Context: an optimization exercise on an open-source flow, tuned for small area. The choices shown serve that exercise and are no tape-out recipe. RTL that was checked went through simulation tests only; none was proved equivalent to the original. No driver is modelled on the clock port, so clock power and skew are understated where the tree is cut down; a real chip needs a root buffer or a tree. Power and IR drop assume default switching activity.

==> flow/design.v (excerpt) <==
module top(CLOCK_50, rst, rgb, vsync, hsync, TRIG, ECHO, LED);
    input         CLOCK_50;
    input         rst;       
    output [11:0] rgb;
    output        hsync, vsync;
    output        TRIG;
    input         ECHO;
    output [7:0]  LED;
    localparam [15:0] PING_END = 16'hb4d2;
    reg  [15:0] ping;
    wire        start = (ping == PING_END);
    wire        ping_clr = rst | start;
    always @(posedge CLOCK_50) begin
        ping[0]    <= ~(ping_clr | (ping[15] ^ ping[13] ^ ping[12] ^ ping[10]));
        ping[15:1] <= ~({15{ping_clr}} | ping[14:0]);
    end
    wire far;
    ultrasonic U1(.clk(CLOCK_50), .rst(rst), .start(start), .echo(ECHO),
                  .trigger(TRIG), .timeout(LED[7]), .led(LED[6:0]), .far(far));
    localparam [19:0] TIMER_HIT = 20'hfa6b3;
    reg  [19:0] timer;
    reg         off;
    wire        timer_clr = rst | far;
    always @(posedge CLOCK_50) begin
        timer[0]    <= ~(timer_clr | ~(timer[19] ^ timer[16]));
        timer[19:1] <= ~({19{timer_clr}} | timer[18:0]);
        off         <= ~timer_clr & (off | (timer == TIMER_HIT));
    end
    vga_top vgau(.clk(CLOCK_50), .rst(rst), .off(off),
                 .hsync(hsync), .vsync(vsync), .rgb(rgb));
endmodule
Size in the first run: about 93 flip-flops, about 26 I/O pins.
==> module ultrasonic, before the edit <==
module ultrasonic(clk, rst, start, echo, trigger, timeout, led, far);
    input        clk, rst, start, echo;
    output       trigger, timeout;
    output [6:0] led;    
    output       far;    
    function ge9c;
        input [8:0] x;
        input [8:0] k;
        integer i;
        reg r;
        begin
            r = 1'b1;
            for (i = 0; i < 9; i = i + 1)
                r = k[i] ? (x[i] & r) : (x[i] | r);
            ge9c = r;
        end
    endfunction
    reg t, a, b;
    wire idle = ~t & ~a & ~b;
    wire wt   = ~a & b;
    wire meas = a & b;
    wire ok   = a & ~b;
    reg  [12:0] q;
    reg  [8:0]  r;
    wire en    = t | echo;
    wire rwrap = r[8] & r[5] & r[0];                           
    wire cwrap = q[12] & q[11] & q[10] & q[6] & r[7] & r[5];   
    wire clr   = rst | ~en | cwrap;
    reg [8:0]  r_inc;
    reg [12:0] q_inc;
    reg        cy;
    integer    i;
    always @(*) begin
        cy = 1'b1;
        for (i = 0; i < 9; i = i + 1) begin
            r_inc[i] = (r[i] ^ cy) & ~rwrap;
            cy = cy & r[i];
        end
        cy = rwrap;
        for (i = 0; i < 13; i = i + 1) begin
            q_inc[i] = q[i] ^ cy;
            cy = cy & q[i];
        end
    end
    wire       qhi  = |q[12:4];
    wire [3:0] ql   = q[3:0];
    wire       q1   = ~qhi & (ql == 4'd1);
    wire       q10  = ~qhi & (ql == 4'd10);
    wire       q11  = ~qhi & (ql == 4'd11);
    wire       ge12   = qhi | (ql >= 4'd2) | (q1 & ge9c(r, 9'd11));     
    wire       ge3000 = qhi | (ql >= 4'd12) | (q11 & ge9c(r, 9'd99));  
    wire       ge2900 = qhi | (ql >= 4'd11) | (q10 & rwrap);           
    always @(posedge clk) begin
        if (clr) begin
            q <= 13'd0;
            r <= 9'd289;
        end else begin
            q <= q_inc;
            r <= r_inc;
        end
        t <= ~rst & ((idle & start) | (t & ~ge12));
        a <= ~rst & ((wt & echo) | meas);
        b <= ~rst & ((t & ge12) | wt | (meas & echo & ~ge3000));
    end
    assign trigger = t;
    assign timeout = ok & ge3000;
    wire [3:0] dn = ge2900 ? 4'd11 : ql;
    reg  [3:0] d;
    always @(posedge clk)
        if (rst)               d <= 4'd0;
        else if (meas & echo)  d <= dn;
    assign led[6] = d[3] & (d[1] | d[0]);             
    assign led[5] = d[3] | (d[2] & d[1] & d[0]);      
    assign led[4] = d[3] | (d[2] & d[1]);             
    assign led[3] = d[3] | (d[2] & (d[1] | d[0]));    
    assign led[2] = d[3] | d[2];                      
    assign led[1] = d[3] | d[2] | (d[1] & d[0]);      
    assign led[0] = d[3] | d[2] | d[1];               
    assign far    = d[3] & d[1] & d[0];               
endmodule
==> flow/config.mk <==
export PLATFORM = sky130hd
export DESIGN_NAME = top
export DESIGN_NICKNAME = top
export VERILOG_FILES = /design/flow/design.v
export SDC_FILE = /design/flow/constraint.sdc
export NUM_CORES = 4
export LEC_CHECK = 0
export CAP_MARGIN = 20
export CORE_MARGIN = 2
export CORE_UTILIZATION = 40
export SLEW_MARGIN = 20
==> flow/constraint.sdc <==
create_clock -name core_clock -period 20.0 [get_ports {CLOCK_50}]
set_input_delay 4.0000 -clock core_clock [delete_from_list [all_inputs] [get_ports {CLOCK_50}]]
set_output_delay 4.0000 -clock core_clock [all_outputs]
set_load 0.01 [all_outputs]
standard.sh (not shown) runs the stock make flow with config.mk's settings and CLKGATE_MAP_FILE= SYNTH_SCRIPT=/design/flow/synth_recipe.tcl, a recipe that flattens the netlist after the stock synthesis.
==> flow/flow/run.sh <==
#!/bin/bash
# Layout flow: the standard ORFS flow (standard.sh) with these changes
#  - synthesis maps the logic with an area-oriented ABC script
#    (flow/abc_area.script, used in place of ORFS's abc_speed.script in a
#    copy of ORFS's scripts folder) and without ORFS's half/full-adder
#    extraction; everything else in synthesis is the standard script,
#  - port buffers use the smallest buffer (buf_1) instead of clkdlybuf4s50_1,
#  - the clock tree is one level of four buffers, one per cluster of
#    registers (flow/cts_manual.tcl, in place of TritonCTS's H-tree).
# Each make run writes its whole output to its own log in the work folder.
set -euo pipefail
W=$(pwd)
rm -rf "$W/scripts_area"
cp -r "$FLOW_HOME/scripts" "$W/scripts_area"
cp "$W/flow/abc_area.script" "$W/scripts_area/abc_speed.script"
bash standard.sh "SCRIPTS_DIR=$W/scripts_area" "ADDER_MAP_FILE=" synth > synth_make.log 2>&1
bash standard.sh \
  "BUFFER_PORTS_ARGS=-buffer_cell sky130_fd_sc_hd__buf_1" \
  "PRE_CTS_TCL=$W/flow/cts_manual.tcl" \
  finish > layout_make.log 2>&1
Other scripts of this flow, unchanged in this note and not shown: flow/flow/abc_area.script, flow/flow/cts_manual.tcl
The baseline went through all stages and came out clean.
==> next run, changes <==
--- a/flow/design.v
+++ b/flow/design.v
@@ -47,12 +47,13 @@
     wire       q1   = ~qhi & (ql == 4'd1);
     wire       q10  = ~qhi & (ql == 4'd10);
     wire       q11  = ~qhi & (ql == 4'd11);
     wire       ge12   = qhi | (ql >= 4'd2) | (q1 & ge9c(r, 9'd11));     
     wire       ge3000 = qhi | (ql >= 4'd12) | (q11 & ge9c(r, 9'd99));  
     wire       ge2900 = qhi | (ql >= 4'd11) | (q10 & rwrap);           
+    wire       q9     = qhi | (ql >= 4'd9);
     always @(posedge clk) begin
         if (clr) begin
             q <= 13'd0;
             r <= 9'd289;
         end else begin
             q <= q_inc;
@@ -61,25 +62,25 @@
         t <= ~rst & ((idle & start) | (t & ~ge12));
         a <= ~rst & ((wt & echo) | meas);
         b <= ~rst & ((t & ge12) | wt | (meas & echo & ~ge3000));
     end
     assign trigger = t;
     assign timeout = ok & ge3000;
-    wire [3:0] dn = ge2900 ? 4'd11 : ql;
+    wire [3:0] dn = ge2900 ? 4'd10 : (q9 ? 4'd9 : ql);
     reg  [3:0] d;
     always @(posedge clk)
         if (rst)               d <= 4'd0;
         else if (meas & echo)  d <= dn;
     assign led[6] = d[3] & (d[1] | d[0]);             
     assign led[5] = d[3] | (d[2] & d[1] & d[0]);      
     assign led[4] = d[3] | (d[2] & d[1]);             
     assign led[3] = d[3] | (d[2] & (d[1] | d[0]));    
     assign led[2] = d[3] | d[2];                      
     assign led[1] = d[3] | d[2] | (d[1] & d[0]);      
     assign led[0] = d[3] | d[2] | d[1];               
-    assign far    = d[3] & d[1] & d[0];               
+    assign far    = d[3] & d[1];                      
 endmodule
 module vga(
     input clk,
     input reset,
     output video_on,
     output upper,        
The new run completed without violations.
Via count came out lower by 1.1%.
Sequential power stays flat.
Worst hold slack is worse by 0.034 ns.
Synthesized area is about the same.
First-iteration DRC count came out higher by 59%.
Routed wire length came out lower by 1.5%.
Die area hardly moves.
Global-route usage is about the same.
Final area came out lower by 0.45%.
Critical path depth stays the same.
Power came out higher by 0.62%.
Worst setup slack is worse by 0.16 ns.
For the first run of this note, only the layout was checked, not whether the RTL still works. In every run of this note, the design's own scripts or RTL, not TritonCTS, make the clock network.


top, a different RTL version from the one above (not shown whole).
For scale: roughly 380 cells after synthesis, ~94 flip-flops.
==> module ultrasonic, before the edit <==
module ultrasonic(clk, rst, start, echo, trigger, timeout, led, far);
    input        clk, rst, start, echo;
    output       trigger, timeout;
    output [6:0] led;    
    output       far;    
    function ge9c;
        input [8:0] x;
        input [8:0] k;
        integer i;
        reg r;
        begin
            r = 1'b1;
            for (i = 0; i < 9; i = i + 1)
                r = k[i] ? (x[i] & r) : (x[i] | r);
            ge9c = r;
        end
    endfunction
    reg t, a, b;
    wire idle = ~t & ~a & ~b;
    wire wt   = ~a & b;
    wire meas = a & b;
    wire ok   = a & ~b;
    reg  [12:0] q;
    reg  [8:0]  r;
    wire en    = t | echo;
    wire rwrap = r[8] & r[5] & r[0];                           
    wire cwrap = q[12] & q[11] & q[10] & q[6] & r[7] & r[5];   
    wire clr   = rst | ~en | cwrap;
    reg [8:0]  r_inc;
    reg [12:0] q_inc;
    reg        cy;
    integer    i;
    always @(*) begin
        cy = 1'b1;
        for (i = 0; i < 9; i = i + 1) begin
            r_inc[i] = (r[i] ^ cy) & ~rwrap;
            cy = cy & r[i];
        end
        cy = rwrap;
        for (i = 0; i < 13; i = i + 1) begin
            q_inc[i] = q[i] ^ cy;
            cy = cy & q[i];
        end
    end
    wire       qhi  = |q[12:4];
    wire [3:0] ql   = q[3:0];
    wire       q1   = ~qhi & (ql == 4'd1);
    wire       q10  = ~qhi & (ql == 4'd10);
    wire       q11  = ~qhi & (ql == 4'd11);
    wire       ge12   = qhi | (ql >= 4'd2) | (q1 & ge9c(r, 9'd11));     
    wire       ge3000 = qhi | (ql >= 4'd12) | (q11 & ge9c(r, 9'd99));  
    wire       ge2900 = qhi | (ql >= 4'd11) | (q10 & rwrap);           
    wire       q9     = qhi | (ql >= 4'd9);
    always @(posedge clk) begin
        if (clr) begin
            q <= 13'd0;
            r <= 9'd289;
        end else begin
            q <= q_inc;
            r <= r_inc;
        end
        t <= ~rst & ((idle & start) | (t & ~ge12));
        a <= ~rst & ((wt & echo) | meas);
        b <= ~rst & ((t & ge12) | wt | (meas & echo & ~ge3000));
    end
    assign trigger = t;
    assign timeout = ok & ge3000;
    wire [3:0] dn = ge2900 ? 4'd10 : (q9 ? 4'd9 : ql);
    reg  [3:0] d;
    always @(posedge clk)
        if (rst)               d <= 4'd0;
        else if (meas & echo)  d <= dn;
    assign led[6] = d[3] & (d[1] | d[0]);             
    assign led[5] = d[3] | (d[2] & d[1] & d[0]);      
    assign led[4] = d[3] | (d[2] & d[1]);             
    assign led[3] = d[3] | (d[2] & (d[1] | d[0]));    
    assign led[2] = d[3] | d[2];                      
    assign led[1] = d[3] | d[2] | (d[1] & d[0]);      
    assign led[0] = d[3] | d[2] | d[1];               
    assign far    = d[3] & d[1];                      
endmodule
==> module vga, before the edit <==
module vga(
    input clk,
    input reset,
    output video_on,
    output upper,        
    output [2:0] col,    
    output hsync,
    output vsync,
    output p_tick
    );
    function ge10c;
        input [9:0] x;
        input [9:0] k;
        integer i;
        reg r;
        begin
            r = 1'b1;
            for (i = 0; i < 10; i = i + 1)
                r = k[i] ? (x[i] & r) : (x[i] | r);
            ge10c = r;
        end
    endfunction
    reg [2:0] c;
    reg [8:0] o;
    reg [9:0] v;
    reg       hs, vs;
    wire [7:0] p = o[8:1];    
    wire cend = o[0] & ((c != 3'd7) ? ((c == 3'd6) ? (p[6] & p[4] & p[3] & p[2] & p[0])
                                                   : (p[6] & p[4] & p[3] & p[1]))
                                    : (p[7] & p[4] & p[3] & p[2] & p[1] & p[0]));
    wire hend = (c == 3'd7) & cend;
    wire vend = v[9] & v[3] & v[2];    
    reg [8:0] o_inc;
    reg [2:0] c_inc;
    reg [9:0] v_inc;
    reg       cy;
    integer   i;
    always @(*) begin
        cy = 1'b1;
        for (i = 0; i < 9; i = i + 1) begin
            o_inc[i] = o[i] ^ cy;
            cy = cy & o[i];
        end
        cy = cend;
        for (i = 0; i < 3; i = i + 1) begin
            c_inc[i] = c[i] ^ cy;
            cy = cy & c[i];
        end
        cy = hend;
        for (i = 0; i < 10; i = i + 1) begin
            v_inc[i] = v[i] ^ cy;
            cy = cy & v[i];
        end
    end
    always @(posedge clk) begin
        if (reset | cend) o <= 9'd0;
        else              o <= o_inc;
        if (reset) c <= 3'd0;
        else       c <= c_inc;
        if (reset | (hend & vend)) v <= 10'd0;
        else                       v <= v_inc;
        hs <= ~reset & ~((c == 3'd7) & ge10c({2'b0, p}, 10'd16) & ~ge10c({2'b0, p}, 10'd112));
        vs <= ~reset & ~(ge10c(v, 10'd513) & ~ge10c(v, 10'd515));
    end
    assign video_on = (c != 3'd7) & ~ge10c(v, 10'd480);
    assign upper = ~ge10c(v, 10'd412);
    assign col = c;
    assign hsync = hs;
    assign vsync = vs;
    assign p_tick = o[0];
endmodule
==> flow/config.mk <==
export PLATFORM = sky130hd
export DESIGN_NAME = top
export DESIGN_NICKNAME = top
export VERILOG_FILES = /design/flow/design.v
export SDC_FILE = /design/flow/constraint.sdc
export NUM_CORES = 4
export LEC_CHECK = 0
export CAP_MARGIN = 20
export CORE_MARGIN = 2
export CORE_UTILIZATION = 40
export SLEW_MARGIN = 20
==> flow/constraint.sdc <==
create_clock -name core_clock -period 20.0 [get_ports {CLOCK_50}]
set_input_delay 4.0000 -clock core_clock [delete_from_list [all_inputs] [get_ports {CLOCK_50}]]
set_output_delay 4.0000 -clock core_clock [all_outputs]
set_load 0.01 [all_outputs]
Scripts as last shown in full above: flow/flow/run.sh
Other scripts of this flow, unchanged in this note and not shown: flow/flow/abc_area.script, flow/flow/cts_manual.tcl
Then changed:
--- a/flow/design.v
+++ b/flow/design.v
@@ -51,5 +51,4 @@
     wire       ge3000 = qhi | (ql >= 4'd12) | (q11 & ge9c(r, 9'd99));  
     wire       ge2900 = qhi | (ql >= 4'd11) | (q10 & rwrap);           
-    wire       q9     = qhi | (ql >= 4'd9);
     always @(posedge clk) begin
         if (clr) begin
@@ -66,5 +65,5 @@
     assign trigger = t;
     assign timeout = ok & ge3000;
-    wire [3:0] dn = ge2900 ? 4'd10 : (q9 ? 4'd9 : ql);
+    wire [3:0] dn = ge2900 ? 4'd11 : ql;
     reg  [3:0] d;
     always @(posedge clk)
@@ -78,5 +77,5 @@
     assign led[1] = d[3] | d[2] | (d[1] & d[0]);      
     assign led[0] = d[3] | d[2] | d[1];               
-    assign far    = d[3] & d[1];                      
+    assign far    = d[3] & d[1] & d[0];               
 endmodule
 module vga(
@@ -103,21 +102,18 @@
     endfunction
     reg [2:0] c;
-    reg [8:0] o;
-    reg [9:0] v;
+    reg [7:0] o;
+    reg [9:0] w;       
     reg       hs, vs;
-    wire [7:0] p = o[8:1];    
-    wire cend = o[0] & ((c != 3'd7) ? ((c == 3'd6) ? (p[6] & p[4] & p[3] & p[2] & p[0])
-                                                   : (p[6] & p[4] & p[3] & p[1]))
-                                    : (p[7] & p[4] & p[3] & p[2] & p[1] & p[0]));
+    wire cend = &o;                          
     wire hend = (c == 3'd7) & cend;
-    wire vend = v[9] & v[3] & v[2];    
-    reg [8:0] o_inc;
+    wire wend = ~w[9] & w[5] & w[3] & w[2];  
+    reg [7:0] o_inc;
     reg [2:0] c_inc;
-    reg [9:0] v_inc;
+    reg [9:0] w_inc;
     reg       cy;
     integer   i;
     always @(*) begin
         cy = 1'b1;
-        for (i = 0; i < 9; i = i + 1) begin
+        for (i = 0; i < 8; i = i + 1) begin
             o_inc[i] = o[i] ^ cy;
             cy = cy & o[i];
@@ -130,20 +126,24 @@
         cy = hend;
         for (i = 0; i < 10; i = i + 1) begin
-            v_inc[i] = v[i] ^ cy;
-            cy = cy & v[i];
-        end
-    end
+            w_inc[i] = w[i] ^ cy;
+            cy = cy & w[i];
+        end
+    end
+    wire nshort = ~(c[2] & (c[1] ^ c[0]));        
+    wire hsr = (c == 3'd6) ? ge10c({2'b0, o}, 10'd222)
+                           : ((c == 3'd7) & ~ge10c({2'b0, o}, 10'd160));
     always @(posedge clk) begin
-        if (reset | cend) o <= 9'd0;
-        else              o <= o_inc;
+        if (reset)     o <= 8'd74;
+        else if (cend) o <= nshort ? 8'd74 : 8'd2;
+        else           o <= o_inc;
         if (reset) c <= 3'd0;
         else       c <= c_inc;
-        if (reset | (hend & vend)) v <= 10'd0;
-        else                       v <= v_inc;
-        hs <= ~reset & ~((c == 3'd7) & ge10c({2'b0, p}, 10'd16) & ~ge10c({2'b0, p}, 10'd112));
-        vs <= ~reset & ~(ge10c(v, 10'd513) & ~ge10c(v, 10'd515));
-    end
-    assign video_on = (c != 3'd7) & ~ge10c(v, 10'd480);
-    assign upper = ~ge10c(v, 10'd412);
+        if (reset | (hend & wend)) w <= 10'd544;
+        else                       w <= w_inc;
+        hs <= ~reset & ~hsr;
+        vs <= ~reset & ~(~w[9] & w[5] & ~w[3] & ~w[2] & (w[1] ^ w[0]));
+    end
+    assign video_on = (~(c[2] & c[1]) | (~c[0] & ~ge10c({2'b0, o}, 10'd190))) & w[9];
+    assign upper = w[9] & ~ge10c(w, 10'd956);
     assign col = c;
     assign hsync = hs;
The new run finished with timing, DRC and antenna clean.
Critical path depth drops by 1.
Hold slack hardly moves.
Cell area drops slightly.
Global-route usage stays flat.
Via count drops slightly.
Power drops slightly.
Sequential share of layout area is about the same.
Wire length drops by a few percent.
Area after synthesis drops slightly.
In every run of this note, the design's own scripts or RTL, not TritonCTS, make the clock network.

separate check: timing with driven ports:
In the flow no input, the clock included, has a driving cell. The finished layouts below were timed again as built, in two steps.
Step 1 sets driving cells, clkbuf_16 on the clock port and buf_2 on the other inputs (assumed; they add their load-dependent delay and slew).
Step 2 moves the port delays by t, midway between the first and last clock arrival at a register: inputs arrive t later, outputs are due t later. That takes back most of the time a late clock gives input paths.
Three values: ideal ports, drivers, drivers and shift; two values: the first two.
| run | shift t [ns] | setup WS [ns] | clock arrival spread, ns | worst data-port slew with drivers (ns) | pins driven straight from the clock port |
|---|---|---|---|---|---|
| the first run of note 1 | 0.208 | 14.486 / 14.404 / 14.376 | 0.030 / 0.030 | 0.05 | 4 |
| the second run of note 1 | 0.206 | 14.323 / 14.242 / 14.215 | 0.029 / 0.029 | 0.04 | 4 |
| the first run of note 2 | 0.210 | 14.445 / 14.361 / 14.564 | 0.022 / 0.021 | 0.03 | 4 |
| the second run of note 2 | 0.208 | 14.315 / 14.377 / 14.170 | 0.021 / 0.021 | 0.03 | 4 |
After both steps setup and hold are still met in every run listed. For the second run of note 2, which loses most, drivers alone change the setup slack by +0.062 ns; drivers and shift together by -0.145 ns.
